Background: an optimization exercise with open tools, aiming at small area. Do not read the settings as production practice. Function was checked by simulation only, so behaviour that the tests miss may differ from the original. In runs 3 to 5 the design's own scripts or RTL, not TritonCTS, make the clock network. The clock input has no modelled driver; a real chip could not lean on it and would need a root buffer or a full tree. Power and IR drop assume default switching activity.

--- flow/synth.tcl ---
# The standard flow's synthesis script (synth_recipe.tcl), except that ABC maps the
# combinational logic with an area-oriented script (abc_area.script here).
# Registers, their names and cell types are the same as the standard
# synthesis gives.
proc synth {args} { yosys synth -nofsm -noshare {*}$args }
proc abc {args} {
  set i [lsearch -exact $args -script]
  if {$i >= 0} { lset args [expr {$i + 1}] $::env(OWN_ABC_SCRIPT) }
  yosys abc {*}$args
}
source $::env(SCRIPTS_DIR)/synth.tcl
# left out here: clear keep_hierarchy, flatten, clean up, hide names made inside functions, write 1_2_yosys.v
--- design.v ---
module alarm_controller ( CLK, rst, start_stop_button, set_button, snooze_button, ssd_led_out, led_out) ;
input CLK, rst, start_stop_button, set_button, snooze_button;
output reg [3:0] ssd_led_out;
output [8:0] led_out;
localparam [2:0] S_IDLE0  = 3'd0,
                 S_SET    = 3'd1,
                 S_START  = 3'd2,
                 S_ALARM0 = 3'd3,
                 S_IDLE1  = 3'd4,
                 S_SNZ0   = 3'd5,
                 S_SNZ1   = 3'd6,
                 S_ALARM1 = 3'd7;
reg [2:0] st;
reg [1:0] set_cnt, ss_cnt;    
reg [3:0] div;
wire [3:0] s = ssd_led_out;
wire set_press = set_cnt == 2'b11;
wire ss_press  = ss_cnt == 2'b11;
wire in_set   = st == S_SET;
wire in_start = st == S_START;
wire is_alarm = (st == S_ALARM0) || (st == S_ALARM1);
wire is_snz   = (st == S_SNZ0) || (st == S_SNZ1);
wire counting = in_start || is_alarm;
wire blink    = (st == S_IDLE1) || (st == S_SNZ1) || (st == S_ALARM1);
wire nz  = s[3] | s[2] | s[1] | s[0];
wire is9 = s[3] & s[0];
wire tick = div[3] & ~div[2] & ~div[1];
reg fb;
always @(*) begin
	case (div)
	4'b0000: fb = 1'b1;
	4'b0001: fb = 1'b0;
	4'b0010: fb = 1'b1;
	4'b0101: fb = 1'b1;
	4'b1011: fb = 1'b1;
	4'b0111: fb = 1'b0;
	4'b1110: fb = 1'b1;
	4'b1101: fb = 1'b0;
	4'b1010: fb = 1'b0;
	4'b0100: fb = 1'b0;
	4'b1000: fb = 1'b1;
	default: fb = 1'b0;
	endcase
end
always @(posedge CLK)
	div <= counting ? {div[2:0], fb} : 4'b0000;
always @(posedge CLK) begin
	if (rst) begin
		set_cnt <= 2'b00;
		ss_cnt <= 2'b00;
	end else begin
		set_cnt <= set_button ? 2'b00 : {set_cnt[1] | set_cnt[0], ~set_cnt[1]};
		ss_cnt <= start_stop_button ? 2'b00 : {ss_cnt[1] | ss_cnt[0], ~ss_cnt[1]};
	end
end
wire inc = in_set & set_press & ~is9;
wire dec = in_start & tick & nz;
wire t1 = inc & s[0] | dec & ~s[0];
wire t2 = inc & s[1] & s[0] | dec & ~s[1] & ~s[0];
wire t3 = inc & s[2] & s[1] & s[0] | dec & s[3] & ~s[0];
always @(posedge CLK) begin
	if (rst)
		ssd_led_out <= 4'd0;
	else
		ssd_led_out <= {s[3] ^ t3, (s[2] ^ t2) | is_snz, s[1] ^ t1, (s[0] ^ (inc | dec)) | is_snz};
end
always @(posedge CLK) begin
	if (rst)
		st <= S_IDLE0;
	else
		case (st)
		S_IDLE0, S_IDLE1: st <= S_SET;
		S_SET: if (!inc && ss_press && nz) st <= S_START;
		S_START: if (!nz) st <= S_ALARM0;
		S_ALARM0, S_ALARM1: begin
			if (!snooze_button)
				st <= blink ? S_SNZ1 : S_SNZ0;
			else if (!start_stop_button && ss_press)
				st <= blink ? S_IDLE1 : S_IDLE0;
			else if (tick)
				st <= blink ? S_ALARM0 : S_ALARM1;
		end
		default: st <= S_START;
		endcase
end
assign led_out[0] = blink | nz;
assign led_out[1] = blink | s[3] | s[2] | s[1];
assign led_out[2] = blink | s[3] | s[2] | (s[1] & s[0]);
assign led_out[3] = blink | s[3] | s[2];
assign led_out[4] = blink | s[3] | (s[2] & (s[1] | s[0]));
assign led_out[5] = blink | s[3] | (s[2] & s[1]);
assign led_out[6] = blink | s[3] | (s[2] & s[1] & s[0]);
assign led_out[7] = blink | s[3];
assign led_out[8] = blink | (s[3] & s[0]);
endmodule
--- flow/abc_area.script ---
strash
&get -n
&deepsyn -T 20
&put
dch -f
amap
--- standard.sh ---
#!/bin/bash
# synth_recipe.tcl (not shown) runs the flow's synth.tcl, then flattens the netlist and writes it again
# the make line also repeats each setting of config.mk as NAME=value (left out here)
make -C /OpenROAD-flow-scripts/flow DESIGN_CONFIG=/design/flow/config.mk WORK_HOME=/design/flow/orfs CLKGATE_MAP_FILE= SYNTH_SCRIPT=/design/flow/synth_recipe.tcl "${@:-finish}"
--- config.mk ---
export PLATFORM = sky130hd
export DESIGN_NAME = alarm_controller
export DESIGN_NICKNAME = alarm_controller
export VERILOG_FILES = /design/flow/design.v
export SDC_FILE = /design/flow/constraint.sdc
export NUM_CORES = 4
export LEC_CHECK = 0
export CAP_MARGIN = 20
export CORE_AREA = 2 2 64 64
export DIE_AREA = 0 0 66 66
export SLEW_MARGIN = 20
--- flow/run.sh ---
#!/bin/bash
# Own layout flow: the standard layout (standard.sh) with
#  - synthesis through flow/synth.tcl: the standard flow's synthesis script with an
#    area-oriented ABC script (flow/abc_area.script);
#  - the smallest buffer (buf_1) on every input and output port;
#  - a clock tree without dummy loads, clustered into few buffers;
#  - power recovery (downsizing off the critical path) after global routing.
set -euo pipefail
work=$(pwd)
export OWN_ABC_SCRIPT=$work/flow/abc_area.script
export BUFFER_PORTS_ARGS="-buffer_cell sky130_fd_sc_hd__buf_1"
export CTS_ARGS="-sink_clustering_enable -repair_clock_nets -dont_use_dummy_load -buf_list sky130_fd_sc_hd__clkbuf_4 -root_buf sky130_fd_sc_hd__clkbuf_4 -sink_clustering_size 30 -sink_clustering_max_diameter 200"
export RECOVER_POWER=100

make -C "$FLOW_HOME" DESIGN_CONFIG="$work/config.mk" WORK_HOME="$work/orfs" CLKGATE_MAP_FILE= \
  SYNTH_SCRIPT="$work/flow/synth.tcl" synth > "$work/synth.log" 2>&1
bash "$work/standard.sh" > "$work/layout.log" 2>&1
--- constraint.sdc ---
create_clock -name core_clock -period 5.0 [get_ports {CLK}]
set_input_delay 1.0000 -clock core_clock [delete_from_list [all_inputs] [get_ports {CLK}]]
set_output_delay 1.0000 -clock core_clock [all_outputs]
set_load 0.01 [all_outputs]
==> results of run 1 <==
[layout make-up]
class | instances | area (µm²) | area share (%)
Multi-Input combinational cell | 66 | 327 | 39.7
Sequential cell | 15 | 300 | 36.5
Timing Repair Buffer | 17 | 63.8 | 7.76
Tap cell | 48 | 60.1 | 7.31
Inverter | 13 | 48.8 | 5.94
Clock buffer | 3 | 22.5 | 2.74
[layout by cell type (no fill, tap or decap)]
master	synthesis	layout
clkbuf_4	0	3
nand3_1	4	4
a2111oi_0	1	1
or2_0	1	1
a221oi_1	1	1
nor3_1	7	7
a21o_1	1	1
nand2_1	8	8
dfxtp_1	15	15
a21oi_1	2	2
and4_1	1	1
a31oi_1	2	2
clkbuf_1	0	1
nor2b_1	1	1
nor3b_1	1	1
o21ai_0	8	8
clkinv_1	13	13
buf_1	0	16
and3_1	1	1
nor2_1	22	22
a311oi_1	1	1
nor4_1	2	2
a211oi_1	2	2
[layer usage]
metal,track usage (%),vias to the layer above
li1,-,367
met1,10.5,280
met2,11.1,32
met3,3.24,4
met4,3.06,0
met5,0,-
[Yosys cell counts]
cell and n:
nor4_1 2, dfxtp_1 15, o21ai_0 8, and3_1 1
a31oi_1 2, a21oi_1 2, nor3b_1 1, nor2_1 22
and4_1 1, a311oi_1 1, a21o_1 1, nand3_1 4
nor3_1 7, clkinv_1 13, nand2_1 8, or2_0 1
a221oi_1 1, a2111oi_0 1, nor2b_1 1, a211oi_1 2
[through the flow]
stage / hold WS [ns] / setup WS (ns)
4_1_cts: 0.441 / 2.34
2_1_floorplan: 0.404 / 2.89
3_3_place_gp: 0.426 / 2.66
6_report: 0.441 / 2.37
3_5_place_dp: 0.426 / 2.67
5_1_grt: 0.474 / 2.16
[flip-flops by register name, indices dropped and copies added, names as in the netlist]
| name | count |
|---|---|
| div | 4 |
| ssd_led_out | 4 |
| st | 3 |
| set_cnt | 2 |
| ss_cnt | 2 |
[worst max-delay path by stage]
stage	start	to	slack [ns]	cells after the start
final	st[0]$_SDFFE_PP0P_	led_out[4]	2.37	6
after global routing	st[0]$_SDFFE_PP0P_	led_out[4]	2.16	6
after CTS	st[0]$_SDFFE_PP0P_	led_out[4]	2.34	6
after detailed placement	st[0]$_SDFFE_PP0P_	led_out[4]	2.67	6
after global placement	st[0]$_SDFFE_PP0P_	led_out[4]	2.66	6
after floorplan	ssd_led_out[0]$_SDFF_PP0_	led_out[6]	2.89	4
[power breakdown]
part           internal, mW  switching, mW  leakage [nW]
logic               0.00226        0.00407         0.134
registers             0.121        0.00129         0.122
clock network        0.0279         0.0370        0.0138
total                 0.152         0.0424         0.270
[cell families (layout without fill, tap and decap cells)]
kind of cell	count (synthesis)	after routing	share of synthesized area, %
flops	15	15	44.4
simple gates	48	48	31.9
compound gates	18	18	16.5
buf+inv	13	33	7.22
==> impl_results.md, run 1 <==
* CTS tree: built
* Slew @ Worst Pin at between 0.6 and 0.7 ns
* Largest area contributor in the netlist: dfxtp_1
* Pre-antenna DRT Iters at 4
* Area Growth Syn to Fin at 21.7%
* Core Box Area at 3690 µm²
* FMAX at 381 MHz
* Top routing layer used: met4
* CP Data Required Time at ~4 ns
* Final Core Density at 22.3%
* Fill cells at 425
* Max-slew violation count at 0
* Via/cell ratio at 4.22
* Final Hold Fails at 0
* Final instance area at 822 µm²
* Power, Total at about 0.19 mW
* Status: complete, no violations
* CTS Hold Buffers Added at 0
* Initial antenna violation count at 0
* Crit path largest cell delay at ~0.38 ns
* Worst Hold Depth at 1
* CP Launch Type: flip-flop
* Top post-synthesis cells by area: dfxtp_1 44%, nor2_1 12%, clkinv_1 7.2%
* Seq/Total Area, Yosys at 44.4%
* Reg2reg path depth at 8
* Die height at between 60 and 70 µm
* First-pass GRT wire length at between 2 and 3 mm
* Deepest clock path buffer count at 2
* RSZ-0062 raised after global routing: no
* CP max stage cell: dfxtp_1
* Initial DRC count at 27
* Clock sink total at 15
* Setup violators final at 0
* Max IR drop VDD at 0.127 mV
* Ant diodes at 0
* Post-Syn Nets at 99
* Resize count post-CTS at 0
* Met2 routed WL at 568 µm
* Crit path buf inv count at 2
* Layout cell share with drive strength beyond 1 at 2.63%
* Register bit count reported by yosys at 15
* Final wirelength at roughly 1.5 mm
* Gpl congestion at 0.798
* Placed cells at approximately 160
* Number of synthesis warnings at 1
* PD cells at between 200 and 250 nW/µm²
* All-layer global routing usage at under 10%
* Worst-path clk slew at ~0.09 ns
* Worst flop-to-flop path startpoint: st[0]$_SDFFE_PP0P_
* WL/cell at 9.02 µm
* Detail Placement HPWL at between 1 and 1.5 mm
* Buffers on Ports at 17
* Placed cell areas at 800 µm²
* Crit Path Class: flip-flop to output port
* Max-Cap Viols at 0
* R2R Path End: ssd_led_out[2]$_SDFF_PP0_
* Top-area cell type share of the netlist area at 44.4%
* Yosys cell types at 20
* Worst path most repeated cell: nor2_1
* Worst path cell trace: clkinv_1 > nor2_1 > nor2_1 > nor2_1 > o21ai_0 > buf_1
* R2R setup slack at 3.08 ns
* Metal-1 WL at 738 µm
* Initial Util at 18.3%
* Met3 WL at 135 µm
* Largest net degree at the start of global routing at 11
* Clock Latency Late Sink at about 0.28 ns
* I/O Pins at 18
* Chip width at 66 µm
* Worst slew margin at 54.5%
* Post-CTS setup buffers at 0
* Final #Nets at 121
* Cell family with most CP delay: simple AND/OR/NAND/NOR gates
* Die area at about 4400 µm²
* Residual DRC count at 0
* Crit share post-route at 52.5%
* Final ANT Viol Nets at 0
* Leak at between 0.2 and 0.3 nW
* Synth Cell Area at slightly below 700 µm²
* CP Data Arrival Time at 1.63 ns
* Fin cells at around 160
* Worst Hold End: set_cnt[0]$_SDFF_PP0_
* Worst Path Max Fanout at 7
* CTS H-tree depth at 1
* Min Tclk post-route at 2.63 ns
* Sum of negative setup slack at 0 ns
* Cells after Synth at 94
* CTS buffer count at 3
* Worst Skew at 0.00151 ns
* Vias in the first global route at roughly 580
* Hold path start: set_cnt[1]$_SDFF_PP0_
* Clock Tree Root: clkbuf_4
* Site row count at 22
* Worst Hold Class: flip-flop to flip-flop
* Total gr overflow at 0
* Syn Area/Cell at 7.19 µm²
* Routed vias at 683
* Crit path capture type: output port
==> run 2, diff against run 1 <==
--- a/design.v
+++ b/design.v
@@ -3,14 +3,14 @@
 output reg [3:0] ssd_led_out;
 output [8:0] led_out;
-localparam [2:0] S_IDLE0  = 3'd0,
-                 S_SET    = 3'd1,
-                 S_START  = 3'd2,
+localparam [2:0] S_IDLE0 = 3'd0,
+                 S_SET = 3'd1,
+                 S_START = 3'd2,
                  S_ALARM0 = 3'd3,
-                 S_IDLE1  = 3'd4,
-                 S_SNZ0   = 3'd5,
-                 S_SNZ1   = 3'd6,
+                 S_IDLE1 = 3'd4,
+                 S_SNZ0 = 3'd5,
+                 S_SNZ1 = 3'd6,
                  S_ALARM1 = 3'd7;
 reg [2:0] st;
-reg [1:0] set_cnt, ss_cnt;    
+reg [1:0] set_cnt, ss_cnt;
 reg [3:0] div;
 wire [3:0] s = ssd_led_out;
@@ -25,22 +25,6 @@
 wire nz  = s[3] | s[2] | s[1] | s[0];
 wire is9 = s[3] & s[0];
-wire tick = div[3] & ~div[2] & ~div[1];
-reg fb;
-always @(*) begin
-	case (div)
-	4'b0000: fb = 1'b1;
-	4'b0001: fb = 1'b0;
-	4'b0010: fb = 1'b1;
-	4'b0101: fb = 1'b1;
-	4'b1011: fb = 1'b1;
-	4'b0111: fb = 1'b0;
-	4'b1110: fb = 1'b1;
-	4'b1101: fb = 1'b0;
-	4'b1010: fb = 1'b0;
-	4'b0100: fb = 1'b0;
-	4'b1000: fb = 1'b1;
-	default: fb = 1'b0;
-	endcase
-end
+wire tick = div[3] & ~div[2] & ~div[0];
+wire fb = (~div[0] & div[2]) ^ ~(div[1] & div[3]);
 always @(posedge CLK)
 	div <= counting ? {div[2:0], fb} : 4'b0000;
@@ -55,5 +39,5 @@
 end
 wire inc = in_set & set_press & ~is9;
-wire dec = in_start & tick & nz;
+wire dec = in_start & tick;
 wire t1 = inc & s[0] | dec & ~s[0];
 wire t2 = inc & s[1] & s[0] | dec & ~s[1] & ~s[0];
==> flow/run.sh (replaced) <==
#!/bin/bash
# Own layout flow: the standard layout (standard.sh) with
#  - synthesis through flow/synth.tcl: the standard flow's synthesis script (same
#    registers, names and cell types), but ABC maps the combinational logic
#    with area-oriented scripts. Twelve scripts (deepsyn with six seeds, each
#    followed by &nf -a or by amap) are run and the smallest result is kept;
#  - the smallest buffer (buf_1) on every input and output port;
#  - a clock tree without dummy loads, clustered into few buffers;
#  - power recovery (downsizing off the critical path) after global routing.
set -euo pipefail
work=$(pwd)
export BUFFER_PORTS_ARGS="-buffer_cell sky130_fd_sc_hd__buf_1"
export CTS_ARGS="-sink_clustering_enable -repair_clock_nets -dont_use_dummy_load -buf_list sky130_fd_sc_hd__clkbuf_4 -root_buf sky130_fd_sc_hd__clkbuf_4 -sink_clustering_size 30 -sink_clustering_max_diameter 200"
export RECOVER_POWER=100

mkdir -p "$work/try"
tries=""
for s in 0 1 2 3 4 5; do
  printf 'strash\n&get -n\n&deepsyn -J 100 -S %s\n&dch -f\n&nf -a\n&put\n' $s > "$work/try/nf$s.script"
  printf 'strash\n&get -n\n&deepsyn -J 100 -S %s\n&put\ndch -f\namap\n' $s > "$work/try/am$s.script"
  tries="$tries nf$s am$s"
done

synth_try() {
  OWN_ABC_SCRIPT="$work/try/$1.script" make -C "$FLOW_HOME" DESIGN_CONFIG="$work/config.mk" \
    WORK_HOME="$work/try/$1" CLKGATE_MAP_FILE= SYNTH_SCRIPT="$work/flow/synth.tcl" synth \
    > "$work/synth_$1.log" 2>&1 || true
}
export -f synth_try
export work
printf '%s\n' $tries | xargs -P "${NUM_CORES:-4}" -I{} bash -c 'synth_try {}'

best=""; best_area=""
for t in $tries; do
  stat="$work/try/$t/reports/$FLOW_PLATFORM/alarm_controller/base/synth_stat.txt"
  [[ -f "$work/try/$t/results/$FLOW_PLATFORM/alarm_controller/base/1_synth.odb" && -f "$stat" ]] || continue
  a=$(grep "Chip area" "$stat" | awk '{print $NF}')
  echo "$t $a" >> "$work/synth_areas.log"
  if [[ -z "$best" ]] || awk -v a="$a" -v b="$best_area" 'BEGIN{exit !(a < b)}'; then best=$t; best_area=$a; fi
done
[[ -n "$best" ]]
echo "best $best $best_area" >> "$work/synth_areas.log"
rm -rf "$work/orfs"
cp -a "$work/try/$best" "$work/orfs"

bash "$work/standard.sh" > "$work/layout.log" 2>&1
removed: flow/abc_area.script
==> impl_results.md, run 2 <==
* Number of synthesis warnings at 1
* CTS Hold Buffers Added at 0
* Syn Area/Cell at 7.57 µm²
* Register bit count reported by yosys at 15
* Routed vias at 632
* CP Data Arrival Time at 1.90 ns
* Vias in the first global route at 575
* Post-Syn Nets at 91
* Min Tclk post-route at 2.90 ns
* Area Growth Syn to Fin at 22.5%
* Crit Path Class: flip-flop to output port
* Cells after Synth at 86
* Buffers on Ports at 17
* P_sw at 0.0446 mW
* Power, Total at between 0.15 and 0.2 mW
* Die height at 66 µm
* Leak at 0.278 nW
* Core Box Area at approximately 3700 µm²
* I/O Pins at 18
* Fill cells at 445
* Clock Tree Root: clkbuf_4
* Status: complete, no violations
* Worst slew margin at between 60% and 70%
* Final wirelength at 1.59 mm
* All-layer global routing usage at around 7.8%
* Crit path capture type: output port
* Internal at 0.152 mW
* Layout cell share with drive strength beyond 1 at 2.83%
* CP Launch Type: flip-flop
* Synth async-reset ratio at 0%
* Die area at 4360 µm²
* Max IR drop VDD at 0.141 mV
* WL/cell at 10.3 µm
* FMAX at 344 MHz
* Largest area contributor in the netlist: dfxtp_1
* Largest net degree at the start of global routing at 11
* Commonest non-fill, non-tap cell in the layout: nor2_1
* Yosys cell types at 19
* Sum of negative setup slack at 0 ns
* Share of power burned in registers at 62.7%
* Clock network power share at 33.8%
* Worst Skew at between 0.01 and 0.015 ns
* Pre-antenna DRT Iters at 4
* RSZ-0062 raised after global routing: no
* Count leader, synth: nor2_1
* Net Sw Frac at approximately 23%
* Leading registers by flop count: div: 4 flops, ssd_led_out: 4 flops, st: 3 flops
* Seq/Total Area, Yosys at a little under half
* First-pass GRT wire length at between 2 and 3 mm
* Top-area cell type share of the netlist area at 46.2%
* Setup violators final at 0
* Worst Hold Class: flip-flop to flip-flop
* Post-CTS setup buffers at 0
* Commonest non-fill, non-tap cells in the layout: 21 x nor2_1, 16 x buf_1, 15 x dfxtp_1, 13 x clkinv_1, 6 x nor3_1
* Resize count post-CTS at 0
* Initial Util at 17.6%
* Commonest register cell after synthesis: dfxtp_1
* Max-Cap Viols at 0
* Final Hold Fails at 0
* Clock Latency Late Sink at 0.29 ns
* Worst Path Max Fanout at 5
* Final instance area at ~800 µm²
* Deepest clock path buffer count at 2
* Residual DRC count at 0
* Total gr overflow at 0
* CTS H-tree depth at 1
* Placed cell areas at roughly 770 µm²
* Slew @ Worst Pin at 0.468 ns
* CTS tree: built
* Top post-synthesis cells by area: dfxtp_1 46%, nor2_1 12%, clkinv_1 7.5%
* Max-slew violation count at 0
* Chip width at 66 µm
* Synth Cell Area at 651 µm²
* Clock sink total at 15
* Crit share post-route at 58.1%
* Comb pwr share at 3.5%
* Initial DRC count at 16
* Site row count at 22
* Number of synthesized flops with an enable pin at 0
* CP Data Required Time at 4.00 ns
* Ranking of synthesized cells by instance count: 21 x nor2_1, 15 x dfxtp_1, 13 x clkinv_1
* CTS buffer count at 3
* Final #Nets at between 100 and 150
* Detail Placement HPWL at 1.22 mm
* Gpl congestion at 0.777
* Initial antenna violation count at 0
* Worst-path clk slew at 0.10 ns
* PD cells at 246 nW/µm²
* Via/cell ratio at 4.10
* Final ANT Viol Nets at 0
* Ant diodes at 0
[run 2: kinds of logic (layout without fill, tap and decap cells)]
kind of cell	after synthesis	count (layout)	synth area share [%]
flops	15	15	46.2
buf+inv	13	33	7.50
compound gates	23	23	23.7
simple gates	35	35	22.7
[run 2: path summary, 6_finish.rpt]
kind / startpoint / endpoint / slack [ns] / depth (start not counted)
setup / recovery: st[0]$_SDFFE_PP0P_ / led_out[0] / 2.10 / 8
hold / removal: div[2]$_SDFF_PN0_ / div[3]$_SDFF_PN0_ / 0.45 / 2
setup reg to reg: st[0]$_SDFFE_PP0P_ / st[0]$_SDFFE_PP0P_ / 3.15 / 10
hold reg to reg: div[2]$_SDFF_PN0_ / div[3]$_SDFF_PN0_ / 0.45 / 2
[run 2: worst max-delay path, cell delays in order, from the launching register on]
cell and delay (ns):
dfxtp_1 0.40, clkinv_1 0.12, nor2_1 0.22, o21ai_0 0.22, nor2_1 0.21, nand2_1 0.09
nor2_1 0.15, clkinv_1 0.09, buf_1 0.13
[run 2: cell type report]
type	instances	area (µm²)	share of cell area, %
Timing Repair Buffer	17	63.8	8.01
Tap cell	48	60.1	7.54
Inverter	13	48.8	6.12
Clock buffer	3	22.5	2.83
Sequential cell	15	300	37.7
Multi-Input combinational cell	58	302	37.8
[run 2: per-stage QoR]
step	hold slack, ns	instances	setup WS (ns)	util (%)
3_3_place_gp	0.430	151	2.51	21.0
6_report	0.448	154	2.10	21.6
3_5_place_dp	0.436	151	2.40	21.0
2_1_floorplan	0.411	86	2.55	-
5_1_grt	0.462	154	1.88	21.6
4_1_cts	0.450	154	2.09	21.6
[run 2: power by group through the flow]
stage / sequential, mW / combinational [mW] / clock [mW]
floorplan: 0.125 / 0.00358 / 0
global placement: 0.126 / 0.00695 / 0
detailed placement: 0.126 / 0.00697 / 0
CTS: 0.123 / 0.00700 / 0.0683
global route: 0.123 / 0.00793 / 0.0735
finish: 0.123 / 0.00689 / 0.0664
[run 2: layer usage]
layer / global-route usage (%) / vias to the layer above / routed length, µm
li1: - / 336 / -
met3: 1.70 / 4 / 87
met4: 3.83 / 0 / 26
met1: 11.4 / 272 / 862
met2: 10.5 / 20 / 610
met5: 0 / - / 0
==> run 3, diff against run 2 <==
--- a/flow/run.sh
+++ b/flow/run.sh
@@ -6,5 +6,6 @@
 #    followed by &nf -a or by amap) are run and the smallest result is kept;
 #  - the smallest buffer (buf_1) on every input and output port;
-#  - a clock tree without dummy loads, clustered into few buffers;
+#  - one clock buffer driving every flip-flop (flow/one_clock_buffer.tcl,
+#    run after CTS in place of the tree it built);
 #  - power recovery (downsizing off the critical path) after global routing.
 set -euo pipefail
@@ -13,4 +14,5 @@
 export CTS_ARGS="-sink_clustering_enable -repair_clock_nets -dont_use_dummy_load -buf_list sky130_fd_sc_hd__clkbuf_4 -root_buf sky130_fd_sc_hd__clkbuf_4 -sink_clustering_size 30 -sink_clustering_max_diameter 200"
 export RECOVER_POWER=100
+export POST_CTS_TCL="$work/flow/one_clock_buffer.tcl"
 
 mkdir -p "$work/try"
==> flow/one_clock_buffer.tcl (new file) <==
# Runs at the end of the CTS step (POST_CTS_TCL). The design has few
# flip-flops, so instead of the tree CTS built (a root buffer and leaf
# buffers), the clock port drives one buffer that drives every flip-flop's
# clock pin. Every flip-flop's clock arrives through the same single buffer.
set clk_cell sky130_fd_sc_hd__buf_6
set block [ord::get_db_block]
set port_net [[$block findBTerm CLK] getNet]

# the flip-flops' clock pins and the buffers CTS inserted
set sinks {}
set old_bufs {}
foreach inst [$block getInsts] {
  set master [[$inst getMaster] getName]
  if {[string match "sky130_fd_sc_hd__df*" $master]} {
    lappend sinks [$inst findITerm CLK]
  } elseif {[string match "clkbuf_*" [$inst getName]] && [string match "sky130_fd_sc_hd__clkbuf_*" $master]} {
    lappend old_bufs $inst
  }
}

set net [odb::dbNet_create $block clknet_one_CLK]
$net setSigType CLOCK
set buf [odb::dbInst_create $block [[ord::get_db] findMaster $clk_cell] clkbuf_one_CLK]
[$buf findITerm A] connect $port_net
[$buf findITerm X] connect $net
set xs 0; set ys 0
foreach it $sinks {
  $it disconnect
  $it connect $net
  set b [[$it getInst] getBBox]
  set xs [expr {$xs + ([$b xMin] + [$b xMax]) / 2}]
  set ys [expr {$ys + ([$b yMin] + [$b yMax]) / 2}]
}
foreach inst $old_bufs {
  set out [[$inst findITerm X] getNet]
  odb::dbInst_destroy $inst
  if {$out ne "NULL" && [llength [$out getITerms]] == 0 && [llength [$out getBTerms]] == 0} {
    odb::dbNet_destroy $out
  }
}
$buf setLocation [expr {$xs / [llength $sinks]}] [expr {$ys / [llength $sinks]}]
$buf setPlacementStatus PLACED
puts "one clock buffer: $clk_cell drives [llength $sinks] flip-flops, [llength $old_bufs] CTS buffers removed"
detailed_placement
check_placement -verbose
estimate_parasitics -placement
report_worst_slack -max
report_worst_slack -min
==> impl_results.md, run 3 <==
* Commonest non-fill, non-tap cells in the layout: 21 x nor2_1, 16 x buf_1, 15 x dfxtp_1, 13 x clkinv_1, 6 x nor3_1
* PD cells at 225 nW/µm²
* Crit share post-route at 55.5%
* Layout cell share with drive strength beyond 1 at 0.962%
* Largest net degree at the start of global routing at 16
* Synth async-reset ratio at 0%
* Die height at 66 µm
* PnR worst setup slack at roughly 2.2 ns
* Initial Util at approximately 18%
* Commonest non-fill, non-tap cell in the layout: nor2_1
* Chip width at between 60 and 70 µm
* Leading registers by flop count: div: 4 flops, ssd_led_out: 4 flops, st: 3 flops
* Number of synthesis warnings at 1
* Largest area contributor in the netlist: dfxtp_1
* Reg2reg path depth at 10
* Multi-input logic area at 302 µm²
* Final ANT Viol Nets at 0
* Worst Hold End: div[3]$_SDFF_PN0_
* Crit Path Class: flip-flop to output port
* Final wirelength at approximately 1.5 mm
* Worst Path Max Fanout at 5
* Final Core Density at a little over a fifth
* Register area at 300 µm²
* Buffers on Ports at 17
* Pre-antenna DRT Iters at 5
* All-layer global routing usage at under 10%
* Commonest register cell after synthesis: dfxtp_1
* Status: complete, no violations
* Number of synthesized flops with an enable pin at 0
* Site row count at 22
* Routed vias at between 600 and 700
* Ranking of synthesized cells by instance count: 21 x nor2_1, 15 x dfxtp_1, 13 x clkinv_1
* First-pass GRT wire length at 2.46 mm
* Worst Hold Class: flip-flop to flip-flop
* Initial DRC count at 16
* Die area at between 4000 and 5000 µm²
* Worst Hold Depth at 2
* Worst-path clk slew at 0.10 ns
* Worst Skew at between 0.0015 and 0.002 ns
* Area Growth Syn to Fin at 20.8%
* Final instance area at 786 µm²
* Min Tclk post-route at 2.77 ns
* Slew @ Worst Pin at 0.465 ns
* Post-Syn Nets at 91
* Register bit count reported by yosys at 15
* Clock sink total at 15
* Crit path capture type: output port
* Final #Nets at around 110
* Worst flop-to-flop path startpoint: st[0]$_SDFFE_PP0P_
* Final Hold Fails at 0
* I/O Pins at 18
* Critical Path Start: st[0]$_SDFFE_PP0P_
* Core Box Area at 3690 µm²
* Max IR drop VDD at between 0.1 and 0.15 mV
* Hold path start: div[2]$_SDFF_PN0_
* Power, Total at 0.177 mW
* Initial antenna violation count at 0
* Fill cells at 443
* Place WS at 2.40 ns
* Vias in the first global route at 551
* Top-area cell type share of the netlist area at 46.2%
* Max-Cap Viols at 0
* R2R setup slack at 3.13 ns
* WL/cell at 10.1 µm
* Gpl congestion at 0.777
* Syn Area/Cell at about 7.6 µm²
* Setup violators final at 0
* Clock Latency Late Sink at 0.13 ns
* Sum of negative setup slack at 0 ns
* Detail Placement HPWL at about 1.2 mm
* CP Data Required Time at 4.00 ns
* Via/cell ratio at 4.24
* Placed cell areas at 774 µm²
* RSZ-0062 raised after global routing: no
* FMAX at roughly 360 MHz
* CP Data Arrival Time at between 1.5 and 2 ns
* Residual DRC count at 0
* CP Launch Type: flip-flop
* Leak at 0.270 nW
* Yosys cell types at 19
* Ant diodes at 0
* R2R Path End: st[0]$_SDFFE_PP0P_
* Total gr overflow at 0
* Count leader, synth: nor2_1
* Max-slew violation count at 0
* Synth Cell Area at 651 µm²
* Cells after Synth at 86
* Top post-synthesis cells by area: dfxtp_1 46%, nor2_1 12%, clkinv_1 7.5%
* Seq/Total Area, Yosys at 46.2%
* Worst slew margin at 68.7%
-- run 3: cell counts after synthesis --
No cell type changed its count.
-- run 3: cells by family (layout without fill, tap and decap cells) --
| family | Yosys count | after routing | share of synthesized area, % |
|---|---|---|---|
| AND/OR/NAND/NOR | 35 | 35 | 22.7 |
| AO/OA/AOI/OAI | 23 | 23 | 23.7 |
| flip-flops | 15 | 15 | 46.2 |
| buffers and inverters | 13 | 31 | 7.50 |
-- run 3: final cells by class --
| type | instances | share of cell area [%] |
|---|---|---|
| plain buffers | 1 | 1.43 |
| inverters | 13 | 6.21 |
| multi-input cells | 58 | 38.4 |
| flip-flops and latches | 15 | 38.2 |
| well taps | 48 | 7.64 |
| repair buffers | 17 | 8.12 |
-- run 3: report_power, final --
group,internal [mW],switching (mW),leakage [nW]
logic,0.00237,0.00457,0.142
clock network,0.0161,0.0304,0.00605
registers,0.121,0.00160,0.122
total,0.140,0.0366,0.270
-- run 3: worst max-delay path, stage by stage (launching register included) --
cell and delay (ns):
dfxtp_1 0.40, clkinv_1 0.12, nor2_1 0.22, o21ai_0 0.22
nor2_1 0.22, nand2_1 0.09, nor2_1 0.15, clkinv_1 0.09
buf_1 0.13
-- run 3: worst max-delay path by stage --
stage                     slack, ns  cells past startpoint    endpoint
after floorplan                2.55                      7  led_out[0]
final                          2.23                      8  led_out[0]
after global routing           2.01                      8  led_out[0]
after global placement         2.51                      8  led_out[0]
after detailed placement       2.40                      8  led_out[0]
-- run 3: routing by layer --
layer / global-route usage, % / up-vias / share of wire [%]
li1: - / 337 / -
met4: 0.765 / 0 / 0
met3: 1.19 / 0 / 7.5
met2: 10.9 / 32 / 41
met1: 11.0 / 275 / 51
met5: 0 / - / 0
-- run 3: through the flow --
step                      std cells  hold WS (ns)
after detailed placement        151         0.436
after global placement          151         0.430
after floorplan                  86         0.411
final                           152         0.449
after global routing            152         0.464
==> run 4, diff against run 3 <==
--- a/design.v
+++ b/design.v
@@ -3,11 +3,11 @@
 output reg [3:0] ssd_led_out;
 output [8:0] led_out;
-localparam [2:0] S_IDLE0 = 3'd0,
-                 S_SET = 3'd1,
-                 S_START = 3'd2,
-                 S_ALARM0 = 3'd3,
-                 S_IDLE1 = 3'd4,
-                 S_SNZ0 = 3'd5,
-                 S_SNZ1 = 3'd6,
+localparam [2:0] S_IDLE0 = 3'd1,
+                 S_SET = 3'd0,
+                 S_START = 3'd4,
+                 S_ALARM0 = 3'd6,
+                 S_IDLE1 = 3'd5,
+                 S_SNZ0 = 3'd2,
+                 S_SNZ1 = 3'd3,
                  S_ALARM1 = 3'd7;
 reg [2:0] st;
@@ -21,6 +21,7 @@
 wire is_alarm = (st == S_ALARM0) || (st == S_ALARM1);
 wire is_snz   = (st == S_SNZ0) || (st == S_SNZ1);
-wire counting = in_start || is_alarm;
-wire blink    = (st == S_IDLE1) || (st == S_SNZ1) || (st == S_ALARM1);
+wire counting = st[2];
+wire blink    = st[0] & (st[2] | st[1]);
+wire inc, go, enter_start;
 wire nz  = s[3] | s[2] | s[1] | s[0];
 wire is9 = s[3] & s[0];
@@ -38,5 +39,7 @@
 	end
 end
-wire inc = in_set & set_press & ~is9;
+assign inc = in_set & set_press & ~is9;
+assign go = !inc && ss_press && nz;
+assign enter_start = in_set && go || is_snz;
 wire dec = in_start & tick;
 wire t1 = inc & s[0] | dec & ~s[0];
@@ -55,5 +58,5 @@
 		case (st)
 		S_IDLE0, S_IDLE1: st <= S_SET;
-		S_SET: if (!inc && ss_press && nz) st <= S_START;
+		S_SET: if (go) st <= S_START;
 		S_START: if (!nz) st <= S_ALARM0;
 		S_ALARM0, S_ALARM1: begin
--- a/flow/run.sh
+++ b/flow/run.sh
@@ -3,5 +3,5 @@
 #  - synthesis through flow/synth.tcl: the standard flow's synthesis script (same
 #    registers, names and cell types), but ABC maps the combinational logic
-#    with area-oriented scripts. Twelve scripts (deepsyn with six seeds, each
+#    with area-oriented scripts. Sixty scripts (deepsyn with 30 seeds, each
 #    followed by &nf -a or by amap) are run and the smallest result is kept;
 #  - the smallest buffer (buf_1) on every input and output port;
@@ -18,5 +18,5 @@
 mkdir -p "$work/try"
 tries=""
-for s in 0 1 2 3 4 5; do
+for s in $(seq 0 29); do
   printf 'strash\n&get -n\n&deepsyn -J 100 -S %s\n&dch -f\n&nf -a\n&put\n' $s > "$work/try/nf$s.script"
   printf 'strash\n&get -n\n&deepsyn -J 100 -S %s\n&put\ndch -f\namap\n' $s > "$work/try/am$s.script"
==> impl_results.md, run 4 <==
* Hold path start: set_cnt[1]$_SDFF_PP0_
* Worst slew margin at about 70%
* Vias in the first global route at 551
* Largest net degree at the start of global routing at 16
* Clock Latency Late Sink at 0.12 ns
* Initial antenna violation count at 0
* Worst Skew at 0.000798 ns
* Detail Placement HPWL at 1.13 mm
* Final Core Density at 21.0%
* Register area at 300 µm²
* Final Hold Fails at 0
* Crit path capture type: output port
* CP Data Arrival Time at 1.82 ns
* Synth async-reset ratio at 0%
* RSZ-0062 raised after global routing: no
* WL/cell at 9.07 µm
* PD cells at between 200 and 250 nW/µm²
* Buffers on Ports at 17
* Top post-synthesis cells by area: dfxtp_1 47%, nor2_1 12%, clkinv_1 8.2%
* R2R setup slack at 3.03 ns
* Final wirelength at 1.38 mm
* Largest family of logic cells by synthesized area: simple AND/OR/NAND/NOR gates
* Critical Path Start: st[0]$_SDFFE_PP1P_
* Min Tclk post-route at 2.82 ns
* Seq/Total Area, Yosys at 46.9%
* Register bit count reported by yosys at 15
* Worst Hold End: set_cnt[0]$_SDFF_PP0_
* Post-synthesis mux area share at 0%
* Reg2reg path depth at 9
* Cells after Synth at 86
* First-pass GRT wire length at 2.40 mm
* Fill cells at 437
* Final instance area at 776 µm²
* Yosys cell types at 19
* Residual DRC count at 0
* Gpl congestion at 0.783
* Crit share post-route at 56.5%
* Routed vias at 619
* Max IR drop VDD at roughly 0.14 mV
* I/O Pins at 18
* Initial Util at 17.4%
* Crit Path Class: flip-flop to output port
* Post-synthesis compound-gate area fraction at 19.9%
* Commonest non-fill, non-tap cells in the layout: 21 x nor2_1, 16 x buf_1, 15 x dfxtp_1, 14 x clkinv_1, 7 x nand2_1
* Status: complete, no violations
* Site row count at 22
* Initial DRC count at 10
* Largest area contributor in the netlist: dfxtp_1
* Clock sink total at 15
* Layout cell share with drive strength beyond 1 at 0.962%
* Ant diodes at 0
* Synth Area in Adders at 0%
* Sum of negative setup slack at 0 ns
* Top-area cell type share of the netlist area at 46.9%
* Final ANT Viol Nets at 0
* Commonest register cell after synthesis: dfxtp_1
* Xor/xnor share of the synthesized area at 0%
* Number of synthesized flops with an enable pin at 0
* Worst flop-to-flop path startpoint: ssd_led_out[0]$_SDFF_PP0_
* Simple-Gate Fraction of Synth Area at about a quarter
* CP Data Required Time at 4.00 ns
* Post-Syn Nets at 91
* Via/cell ratio at 4.07
* Number of synthesis warnings at 1
* Area Growth Syn to Fin at 21.1%
* Place WS at 2.39 ns
* CP Launch Type: flip-flop
* Slew @ Worst Pin at 0.437 ns
* Worst Hold Depth at 1
* All-layer global routing usage at 6.79%
* Max-slew violation count at 0
* Worst Hold Class: flip-flop to flip-flop
* R2R Path End: ssd_led_out[2]$_SDFF_PP0_
* Syn Area/Cell at 7.45 µm²
* Final #Nets at around 110
* Setup violators final at 0
* Max-Cap Viols at 0
* Leading registers by flop count: div: 4 flops, ssd_led_out: 4 flops, st: 3 flops
* Chip width at about 66 µm
* FMAX at 354 MHz
* Leak at 0.232 nW
* Worst-path clk slew at roughly 0.09 ns
* Die area at 4360 µm²
* Worst Path Max Fanout at 5
* Pre-antenna DRT Iters at 4
* Commonest non-fill, non-tap cell in the layout: nor2_1
* Total gr overflow at 0
* PnR worst setup slack at 2.18 ns
* Count leader, synth: nor2_1
* Synth Cell Area at 641 µm²
* Placed cell areas at between 700 and 800 µm²
* Core Box Area at 3690 µm²
* Power, Total at 0.175 mW
* Die height at 66 µm
* Ranking of synthesized cells by instance count: 21 x nor2_1, 15 x dfxtp_1, 14 x clkinv_1
* Multi-input logic area at between 200 and 300 µm²
[run 4: cell count changes in the layout (fill, tap and decap cells not counted), moves of 3 or more]
cell,previous run,this run
o21ai_0,3,6
a21oi_1,5,1
nand2_1,3,7
a21o_1,3,0
[run 4: logic make-up after synthesis]
kind of cell	Yosys count
simple gates	38
flops	15
buf+inv	14
compound gates	19
[run 4: critical path: stages, from the launching register on]
cell	delay [ns]
dfxtp_1	0.37
clkinv_1	0.16
o21ai_0	0.42
nor2_1	0.16
clkinv_1	0.08
o21ai_0	0.12
nor2_1	0.20
buf_1	0.19
[run 4: final cells by class]
cell class	instances	area share [%]
Multi-Input combinational cell	57	37.1
Inverter	14	6.77
Timing Repair Buffer	17	8.23
Sequential cell	15	38.7
Buffer	1	1.45
Tap cell	48	7.74
[run 4: report_power, final]
group	total (mW)	switching [mW]	leakage [nW]	internal, mW
clock network	0.0447	0.0286	0.00605	0.0161
logic	0.00714	0.00460	0.104	0.00254
registers	0.123	0.00150	0.122	0.121
[run 4: worst max path at each step]
| stage | to | slack [ns] |
|---|---|---|
| floorplan | led_out[6] | 2.48 |
| global placement | led_out[6] | 2.44 |
| detailed placement | led_out[6] | 2.39 |
| global route | led_out[6] | 1.94 |
| finish | led_out[6] | 2.18 |
[run 4: through the flow]
stage | instances | hold slack [ns]
finish | 152 | 0.459
global route | 152 | 0.477
detailed placement | 151 | 0.439
global placement | 151 | 0.438
floorplan | 86 | 0.411
[run 4: metal layers]
layer  global-route usage [%]  routed length (µm)  vias to the layer above
met2                     11.2                 589                       11
met5                        0                   0                        -
li1                         -                   -                      331
met1                     9.08                 708                      277
met4                        0                   0                        0
met3                     2.39                  80                        0
==> run 5, diff against run 4 <==
--- a/design.v
+++ b/design.v
@@ -3,12 +3,11 @@
 output reg [3:0] ssd_led_out;
 output [8:0] led_out;
-localparam [2:0] S_IDLE0 = 3'd1,
-                 S_SET = 3'd0,
-                 S_START = 3'd4,
-                 S_ALARM0 = 3'd6,
-                 S_IDLE1 = 3'd5,
-                 S_SNZ0 = 3'd2,
-                 S_SNZ1 = 3'd3,
-                 S_ALARM1 = 3'd7;
+localparam [2:0] S_SET = 3'd0,
+                 S_START = 3'd1,
+                 S_ALARM0 = 3'd2,
+                 S_IDLE1 = 3'd4,
+                 S_SNZ0 = 3'd3,
+                 S_SNZ1 = 3'd7,
+                 S_ALARM1 = 3'd6;
 reg [2:0] st;
 reg [1:0] set_cnt, ss_cnt;
@@ -21,7 +20,8 @@
 wire is_alarm = (st == S_ALARM0) || (st == S_ALARM1);
 wire is_snz   = (st == S_SNZ0) || (st == S_SNZ1);
-wire counting = st[2];
-wire blink    = st[0] & (st[2] | st[1]);
-wire inc, go, enter_start;
+wire counting = in_start || is_alarm;
+wire blink    = st[2];
+wire inc, go;
+wire stop0 = st == S_ALARM0 && snooze_button && !start_stop_button && ss_press;
 wire nz  = s[3] | s[2] | s[1] | s[0];
 wire is9 = s[3] & s[0];
@@ -35,5 +35,5 @@
 		ss_cnt <= 2'b00;
 	end else begin
-		set_cnt <= set_button ? 2'b00 : {set_cnt[1] | set_cnt[0], ~set_cnt[1]};
+		set_cnt <= set_button ? 2'b00 : {set_cnt[1] | set_cnt[0], ~set_cnt[1] & ~(set_cnt[0] & stop0)};
 		ss_cnt <= start_stop_button ? 2'b00 : {ss_cnt[1] | ss_cnt[0], ~ss_cnt[1]};
 	end
@@ -41,5 +41,4 @@
 assign inc = in_set & set_press & ~is9;
 assign go = !inc && ss_press && nz;
-assign enter_start = in_set && go || is_snz;
 wire dec = in_start & tick;
 wire t1 = inc & s[0] | dec & ~s[0];
@@ -54,8 +53,7 @@
 always @(posedge CLK) begin
 	if (rst)
-		st <= S_IDLE0;
+		st <= S_SET;
 	else
 		case (st)
-		S_IDLE0, S_IDLE1: st <= S_SET;
 		S_SET: if (go) st <= S_START;
 		S_START: if (!nz) st <= S_ALARM0;
@@ -64,9 +62,10 @@
 				st <= blink ? S_SNZ1 : S_SNZ0;
 			else if (!start_stop_button && ss_press)
-				st <= blink ? S_IDLE1 : S_IDLE0;
+				st <= blink ? S_IDLE1 : S_SET;
 			else if (tick)
 				st <= blink ? S_ALARM0 : S_ALARM1;
 		end
-		default: st <= S_START;
+		S_SNZ0, S_SNZ1: st <= S_START;
+		default: st <= S_SET;
 		endcase
 end
==> impl_results.md, run 5 <==
* Worst-path clk slew at 0.10 ns
* Final #Nets at 109
* Top-area cell type share of the netlist area at 47.2%
* Detail Placement HPWL at ~1.1 mm
* Worst Hold Class: flip-flop to flip-flop
* Commonest non-fill, non-tap cell in the layout: nor2_1
* PD cells at 227 nW/µm²
* Cell family with most CP delay: simple AND/OR/NAND/NOR gates
* Leading registers by flop count: div: 4 flops, ssd_led_out: 4 flops, st: 3 flops
* Crit share post-route at between 40% and 50%
* Residual DRC count at 0
* Total gr overflow at 0
* Leak at approximately 0.25 nW
* Synth async-reset ratio at 0%
* Min Tclk post-route at between 2 and 2.5 ns
* Crit path largest cell delay at 0.36 ns
* Post-Syn Nets at 88
* Initial antenna violation count at 0
* Worst slew margin at 69.9%
* CP Data Required Time at 4.00 ns
* Ant diodes at 0
* Die area at 4360 µm²
* Die height at 66 µm
* Max IR drop VDD at 0.0855 mV
* Final Hold Fails at 0
* Worst Skew at 0.00124 ns
* FMAX at 419 MHz
* Buffers on Ports at 17
* All-layer global routing usage at 6.58%
* Simple-Gate Fraction of Synth Area at 26.9%
* Syn Area/Cell at 7.67 µm²
* Largest net degree at the start of global routing at 16
* Synth Area in Adders at 0%
* Chip width at 66 µm
* Register bit count reported by yosys at 15
* Worst path cell trace: nor2_1 > clkinv_1 > nor2_1 > nand3_1 > buf_1
* Seq/Total Area, Yosys at 47.2%
* Area Growth Syn to Fin at 21.2%
* Post-synthesis compound-gate area fraction at 18.3%
* CP Data Arrival Time at 1.38 ns
* Worst Path Max Fanout at 5
* Pre-antenna DRT Iters at 4
* RSZ-0062 raised after global routing: no
* First-pass GRT wire length at 2.15 mm
* Vias in the first global route at 480
* Gpl congestion at 0.791
* Via/cell ratio at 4.16
* Largest family of logic cells by synthesized area: simple AND/OR/NAND/NOR gates
* Commonest register cell after synthesis: dfxtp_1
* Post-synthesis mux area share at 0%
* CP Launch Type: flip-flop
* Largest area contributor in the netlist: dfxtp_1
* Cells after Synth at 83
* Fin Hold WS at 0.425 ns
* Number of synthesis warnings at 1
* Xor/xnor share of the synthesized area at 0%
* Final ANT Viol Nets at 0
* Routed vias at 620
* Ranking of synthesized cells by instance count: 18 x nor2_1, 15 x dfxtp_1, 13 x clkinv_1
* Site row count at 22
* Layout cell share with drive strength beyond 1 at 0.990%
* Clock Latency Late Sink at ~0.13 ns
* Slew @ Worst Pin at between 0.4 and 0.5 ns
* Synth Cell Area at 637 µm²
* Initial DRC count at 20
* Max-Cap Viols at 0
* Sum of negative setup slack at 0 ns
* Top post-synthesis cells by area: dfxtp_1 47%, nor2_1 11%, clkinv_1 7.7%
* Number of synthesized flops with an enable pin at 0
* Core Box Area at 3690 µm²
* Initial Util at about 17%
* Clock sink total at 15
* Crit path buf inv count at 2
* Commonest non-fill, non-tap cells in the layout: 18 x nor2_1, 16 x buf_1, 15 x dfxtp_1, 13 x clkinv_1, 6 x nor3_1
* WL/cell at 8.88 µm
* Fill cells at 428
* Setup violators final at 0
* Crit path capture type: output port
* Worst path most repeated cell: nor2_1
* Max-slew violation count at 0
* Crit Path Class: flip-flop to output port
* Count leader, synth: nor2_1
* I/O Pins at 18
* CP max stage cell: dfxtp_1
* Yosys cell types at 19
* Final wirelength at roughly 1.3 mm
* Status: complete, no violations
-- run 5: changes by cell type after synthesis, moves of 2 or more --
cell,change
a31oi_1,+2
and3_1,+3
o21ai_0,-3
a2111oi_0,+2
nor2_1,-3
nand2_1,-2
a311oi_1,-2
-- run 5: per-stage QoR --
stage                     area (µm²)  std cells  utilization (%)  worst slack, ns  power (mW)
final                            772        149             20.9             2.62       0.175
after global routing             772        149             20.9             2.49       0.181
after detailed placement         761        148             20.6             2.80       0.131
after global placement           761        148             20.6             2.87       0.131
after floorplan                  637         83                -             2.87       0.127
-- run 5: report_power, final --
group	switching [mW]	internal [mW]
combinational	0.00406	0.00204
clock	0.0312	0.0162
sequential	0.000994	0.121
-- run 5: cell families (layout without fill, tap and decap cells) --
family          after synthesis  count (layout)
flops                        15              15
compound gates               17              17
buf+inv                      13              31
simple gates                 38              38
-- run 5: final cells by class --
class / instances / area (µm²) / share of cell area (%)
plain buffers: 1 / 11.3 / 1.46
inverters: 13 / 48.8 / 6.32
multi-input cells: 55 / 288 / 37.3
flip-flops and latches: 15 / 300 / 38.9
well taps: 48 / 60.1 / 7.78
repair buffers: 17 / 63.8 / 8.27
-- run 5: path summary, 6_finish.rpt --
check / start / end / slack, ns / cells past startpoint
min reg2reg: ss_cnt[1]$_SDFF_PP0_ / ss_cnt[0]$_SDFF_PP0_ / 0.42 / 1
max: st[2]$_SDFFE_PP0P_ / led_out[0] / 2.62 / 5
min: ss_cnt[1]$_SDFF_PP0_ / ss_cnt[0]$_SDFF_PP0_ / 0.42 / 1
max reg2reg: st[2]$_SDFFE_PP0P_ / ssd_led_out[3]$_SDFF_PP0_ / 3.45 / 7
-- run 5: worst reg2reg max path: stages (launching register included) --
cell	delay, ns
dfxtp_1	0.36
nor2_1	0.24
a21oi_1	0.11
nor3_1	0.30
o22ai_1	0.13
nor2_1	0.15
nor2_1	0.05
nor3_1	0.14
-- run 5: metal layers --
layer	GRT usage, %	wire length (µm)
met5	0	0
met4	2.30	14
met3	2.73	125
met2	9.72	540
met1	8.56	642

[what the ideal ports hide]
The results above use ideal ports. As a check the final layouts listed here were re-extracted and re-timed, cells and wires unchanged. Step 1: set_driving_cell puts a clkbuf_16 on CLK and a buf_2 on each other input, an assumption about the parent block. Step 2 also shifts input and output timing later by t, the mid clock arrival at the registers, as if the neighbouring blocks saw the same clock. a / b / c = no drivers / after step 1 / after step 2; a / b = the first two.
run	shift t [ns]	setup slack, ns	worst setup path at the end	slew at the worst register clock pin (ns)	cell pins on the clock port's net
run 1	0.296	2.373 / 2.354 / 2.650	register to output	0.09 / 0.09	1
run 2	0.302	2.097 / 2.077 / 2.379	register to output	0.10 / 0.10	1
run 3	0.149	2.226 / 2.205 / 2.354	register to output	0.10 / 0.10	1
run 4	0.144	2.175 / 2.154 / 2.298	register to output	0.09 / 0.09	1
run 5	0.157	2.616 / 2.589 / 2.745	register to output	0.10 / 0.10	1
After both steps setup and hold are still met in every run listed.
